This is an optimization exercise on Yosys and OpenROAD, whose aim is small area, a short achievable clock period and few clock cycles per item, not a production implementation. RTL that was checked went through simulation tests only; none was proved equivalent to the original. No activity file was given, so power comes from the tool's default toggle rates.

## the reference run
// reorder_buffer
module reorder_buffer #(
  parameter DATA_WIDTH = 32
)(
  input  logic                    clk,
  input  logic                    rst_n,
  input  logic            [3:0]   s_arid_i,
  input  logic                    s_arvalid_i,
  output logic                    s_arready_o,
  output logic [DATA_WIDTH-1:0]   s_rdata_o,
  output logic            [3:0]   s_rid_o,
  output logic                    s_rvalid_o,
  input  logic                    s_rready_i,
  output logic            [3:0]   m_arid_o,
  output logic                    m_arvalid_o,
  input  logic                    m_arready_i,
  input  logic [DATA_WIDTH-1:0]   m_rdata_i,
  input  logic            [3:0]   m_rid_i,
  input  logic                    m_rvalid_i,
  output logic                    m_rready_o
);
  logic                  ar_hand_shake;
  logic [3:0]            head_id;
  logic                  head_valid;
  logic [15:0]           head_sel;
  logic [DATA_WIDTH-1:0] stored_data;
  logic                  stored;
  logic                  arrives;
  logic                  load;
  logic                  out_valid;
  logic [3:0]            out_id;
  logic [DATA_WIDTH-1:0] out_data;
  assign m_arid_o      = s_arid_i;
  assign m_arvalid_o   = s_arvalid_i;
  assign s_arready_o   = m_arready_i;
  assign ar_hand_shake = s_arvalid_i && m_arready_i;
  assign m_rready_o    = 1'b1;
  fifo FIFO(
    .clk_i    ( clk ),
    .resetn_i ( rst_n ),
    .push_i   ( ar_hand_shake ),
    .data_i   ( s_arid_i ),
    .pop_i    ( load ),
    .head_o   ( head_id ),
    .hsel_o   ( head_sel ),
    .hvalid_o ( head_valid )
  );
  memory #(
    .DATA_WIDTH ( DATA_WIDTH )
  ) MEM (
    .clk_i    ( clk ),
  ...
==> module fifo, before the edit <==
module fifo(
  input  logic        clk_i,
  input  logic        resetn_i,
  input  logic        push_i,
  input  logic [3:0]  data_i,
  input  logic        pop_i,
  output logic [3:0]  head_o,
  output logic [15:0] hsel_o,
  output logic        hvalid_o
);
  logic [3:0]  next [15:0];
  logic [3:0]  head, tail, head_next, head_new;
  logic [15:0] hsel;
  logic        hvalid;
  logic        more;
  assign head_o   = head;
  assign hsel_o   = hsel;
  assign hvalid_o = hvalid;
  assign more     = hvalid && ( head != tail );
  always @( posedge clk_i )
    for( int k = 0; k < 16; k++ )
      if( push_i && tail == k[3:0] )
        next[k] <= data_i;
  always @( posedge clk_i )
    if( push_i )
      tail <= data_i;
  always_comb
    begin
      head_next = '0;
      for( int k = 0; k < 16; k++ )
        head_next = head_next | ( next[k] & {4{hsel[k]}} );
    end
  assign head_new = ( pop_i && more ) ? head_next : data_i;
  always @( posedge clk_i )
    if( !resetn_i )
      hvalid <= 1'b0;
    else
      hvalid <= pop_i ? ( more || push_i ) : ( hvalid || push_i );
  always @( posedge clk_i )
    if( pop_i || !hvalid )
      begin
        head <= head_new;
        for( int k = 0; k < 16; k++ )
          hsel[k] <= ( head_new == k[3:0] );
      end
endmodule
clock: 4.7 ns
lec_check: 0
cap_margin: 20
core_margin: 2
core_utilization: 40
cts_cluster_diameter: 100
cts_cluster_size: 30
setup_slack_margin: 2.5
slew_margin: 20
run.sh (not shown) runs the stock make flow with config.mk's settings and CLKGATE_MAP_FILE= SYNTH_SCRIPT=/design/flow/synth_recipe.tcl, a recipe that flattens the netlist after the stock synthesis.
#### Input delta (the trial run over the reference run)
--- a/flow/design.v
+++ b/flow/design.v
@@ -29,11 +29,11 @@
     begin
       head_next = '0;
       for( int k = 0; k < 16; k++ )
         head_next = head_next | ( next[k] & {4{hsel[k]}} );
     end
-  assign head_new = ( pop_i && more ) ? head_next : data_i;
+  assign head_new = more ? head_next : data_i;
   always @( posedge clk_i )
     if( !resetn_i )
       hvalid <= 1'b0;
     else
       hvalid <= pop_i ? ( more || push_i ) : ( hvalid || push_i );
Per the final summary, the trial run finished and its layout is clean on timing, DRC and antenna.
Looking only at all-layer global routing usage, and setting everything else aside, the higher value of the trial run and the reference run goes to the trial run.
Cell area after technology mapping came out lower on the trial run than on the reference run.
For the first-pass GRT wire length, the trial run came in about 5% higher than the reference run did.
From the reference run to the trial run the numbers moved as follows: maximum frequency went down by 29 MHz, post-layout instance area +5.8%, worst hold slack went up, first-iteration DRC count shows an increase of 41%, part of the power in combinational logic went up.
Function was not checked in any run of this note: the RTL went through the layout flow alone.


reorder_buffer, a different RTL version from the one above (not shown whole).
Size in the first run: roughly 650 flip-flops, roughly 90 I/O pins.
==> module memory, before the edit <==
module memory #(
  parameter DATA_WIDTH = 8
)(
  input  logic                  clk_i,
  input  logic                  resetn_i,
  input  logic [3:0]            waddr_i,
  input  logic                  wr_i,
  input  logic [DATA_WIDTH-1:0] data_i,
  input  logic [3:0]            caddr_i,    
  input  logic                  clr_i,
  input  logic [15:0]           rsel_i,     
  output logic [DATA_WIDTH-1:0] data_o,
  output logic                  valid_o
);
  logic [15:0]           valid;
  logic [15:0]           wsel;
  logic [DATA_WIDTH-1:0] mem [15:0];
  always_comb
    for( int k = 0; k < 16; k++ )
      wsel[k] = wr_i && ( waddr_i == k[3:0] );
  always @( posedge clk_i )
    for( int k = 0; k < 16; k++ )
      if( wsel[k] )
        mem[k] <= data_i;
  always @( posedge clk_i )
    if( !resetn_i )
      valid <= '0;
    else
      for( int k = 0; k < 16; k++ )
        if( wsel[k] )
          valid[k] <= 1'b1;
        else if( clr_i && caddr_i == k[3:0] )
          valid[k] <= 1'b0;
  always_comb
    begin
      data_o  = '0;
      valid_o = 1'b0;
      for( int k = 0; k < 16; k++ )
        begin
          data_o  = data_o  | ( mem[k] & {DATA_WIDTH{rsel_i[k] && valid[k]}} );
          valid_o = valid_o | ( valid[k] & rsel_i[k] );
        end
    end
endmodule
==> module reorder_buffer, before the edit <==
module reorder_buffer #(
  parameter DATA_WIDTH = 32
)(
  input  logic                    clk,
  input  logic                    rst_n,
  input  logic            [3:0]   s_arid_i,
  input  logic                    s_arvalid_i,
  output logic                    s_arready_o,
  output logic [DATA_WIDTH-1:0]   s_rdata_o,
  output logic            [3:0]   s_rid_o,
  output logic                    s_rvalid_o,
  input  logic                    s_rready_i,
  output logic            [3:0]   m_arid_o,
  output logic                    m_arvalid_o,
  input  logic                    m_arready_i,
  input  logic [DATA_WIDTH-1:0]   m_rdata_i,
  input  logic            [3:0]   m_rid_i,
  input  logic                    m_rvalid_i,
  output logic                    m_rready_o
);
  logic                  ar_hand_shake;
  logic [3:0]            head_id;
  logic                  head_valid;
  logic [15:0]           head_sel;
  logic [DATA_WIDTH-1:0] stored_data;
  logic                  stored;
  logic                  arrives;
  logic                  load;
  logic                  free;
  logic                  out_valid;
  logic [3:0]            out_id;
  logic [DATA_WIDTH-1:0] out_data;
  assign m_arid_o      = s_arid_i;
  assign m_arvalid_o   = s_arvalid_i;
  assign s_arready_o   = m_arready_i;
  assign ar_hand_shake = s_arvalid_i && m_arready_i;
  assign m_rready_o    = 1'b1;
  fifo FIFO(
    .clk_i    ( clk ),
    .resetn_i ( rst_n ),
    .push_i   ( ar_hand_shake ),
    .data_i   ( s_arid_i ),
    .pop_i    ( load ),
    .head_o   ( head_id ),
    .hsel_o   ( head_sel ),
    .hvalid_o ( head_valid )
  );
  memory #(
    .DATA_WIDTH ( DATA_WIDTH )
  ) MEM (
    .clk_i    ( clk ),
    .resetn_i ( rst_n ),
    .waddr_i  ( m_rid_i ),
    .wr_i     ( m_rvalid_i ),
    .data_i   ( m_rdata_i ),
    .caddr_i  ( s_arid_i ),
    .clr_i    ( ar_hand_shake ),
    .rsel_i   ( head_sel ),
    .data_o   ( stored_data ),
    .valid_o  ( stored )
  );
  assign arrives = m_rvalid_i && ( m_rid_i == head_id );
  assign load    = head_valid && free && ( stored || arrives );
  always @( posedge clk )
    if( !rst_n )
      out_valid <= 1'b0;
    else if( load )
      out_valid <= 1'b1;
    else if( s_rready_i )
      out_valid <= 1'b0;
  assign free = !out_valid || s_rready_i;
  always @( posedge clk )
    if( free )
      begin
        out_id   <= head_id;
        out_data <= stored_data | ( m_rdata_i & {DATA_WIDTH{arrives}} );
      end
  assign s_rvalid_o = out_valid;
  assign s_rid_o    = out_id;
  assign s_rdata_o  = out_data;
endmodule
Settings: LEC_CHECK=0, CAP_MARGIN=20, CORE_MARGIN=2, CORE_UTILIZATION=40, CTS_CLUSTER_DIAMETER=80, CTS_CLUSTER_SIZE=25, SETUP_SLACK_MARGIN=2.5, SLEW_MARGIN=20; clock period 4.7 ns.
standard.sh (not shown) runs the stock make flow with config.mk's settings and CLKGATE_MAP_FILE= SYNTH_SCRIPT=/design/flow/synth_recipe.tcl, a recipe that flattens the netlist after the stock synthesis.
==> flow/flow/run.sh <==
#!/bin/bash
# The standard layout, with the port buffers that buffer_ports inserts made
# plain sky130_fd_sc_hd__buf_2 cells instead of the delay cells it picks by
# default. The make output goes to standard.log in the work folder; each
# ORFS step keeps its own log under orfs/logs as usual.
set -euo pipefail
export BUFFER_PORTS_ARGS="-buffer_cell sky130_fd_sc_hd__buf_2"
bash standard.sh > standard.log 2>&1
Testbench counts at the start, summed over its fixed seeds: cycles 15,082, items 8,192.
Edit:
--- a/flow/design.v
+++ b/flow/design.v
@@ -85,7 +85,7 @@
       valid_o = 1'b0;
       for( int k = 0; k < 16; k++ )
         begin
-          data_o  = data_o  | ( mem[k] & {DATA_WIDTH{rsel_i[k] && valid[k]}} );
+          data_o  = data_o  | ( mem[k] & {DATA_WIDTH{rsel_i[k]}} );
           valid_o = valid_o | ( valid[k] & rsel_i[k] );
         end
     end
@@ -166,7 +166,7 @@
     if( free )
       begin
         out_id   <= head_id;
-        out_data <= stored_data | ( m_rdata_i & {DATA_WIDTH{arrives}} );
+        out_data <= arrives ? m_rdata_i : stored_data;
       end
   assign s_rvalid_o = out_valid;
   assign s_rid_o    = out_id;
Effect: Setup slack loses 180 ps. Cell count increases by 1.7%. Via count barely changes. Critical path depth increases by 2. Routed wire length decreases by 6.0%. Total power increases by 10%. Clock power increases by about 2%. Core utilization increases by 0.91 points. Global-route usage decreases by 1.8 points. Clock-buffer cell count increases by 3. Non-clock buffer count increases by 37.
Function not checked in the second run of this note: the RTL went through the layout flow alone.

## what the ideal ports hide
Ports are ideal in the flow. The routed layouts listed here were re-timed in OpenROAD. Step 1 assumes that a clkbuf_16 drives the clock port and a buf_2 every other input. Step 2 also shifts input and output timing later by t, the mid clock arrival at the registers, as if the neighbouring blocks saw the same clock. a / b / c = ideal / step 1 / step 2; a / b = the first two.
run | t (ns) | slack for setup (ns) | worst setup path after step 2 | slew at the worst register clock pin (ns) | worst data-port slew with drivers (ns)
the reference run | 0.644 | 2.439 / 2.407 / 1.944 | input to register | 0.12 / 0.12 | 0.09
the trial run | 0.655 | 2.279 / 2.279 / 1.717 | input to register | 0.12 / 0.12 | 0.08
the first run of note 2 | 0.700 | 2.495 / 2.459 / 1.856 | input to register | 0.10 / 0.10 | 0.09
the second run of note 2 | 0.677 | 2.313 / 2.313 / 1.873 | input to register | 0.10 / 0.10 | 0.08
After both steps every run listed still meets setup and hold. The setup slack of the first run of note 2, which loses most, moves by -0.036 ns with the drivers and by -0.639 ns with both steps.
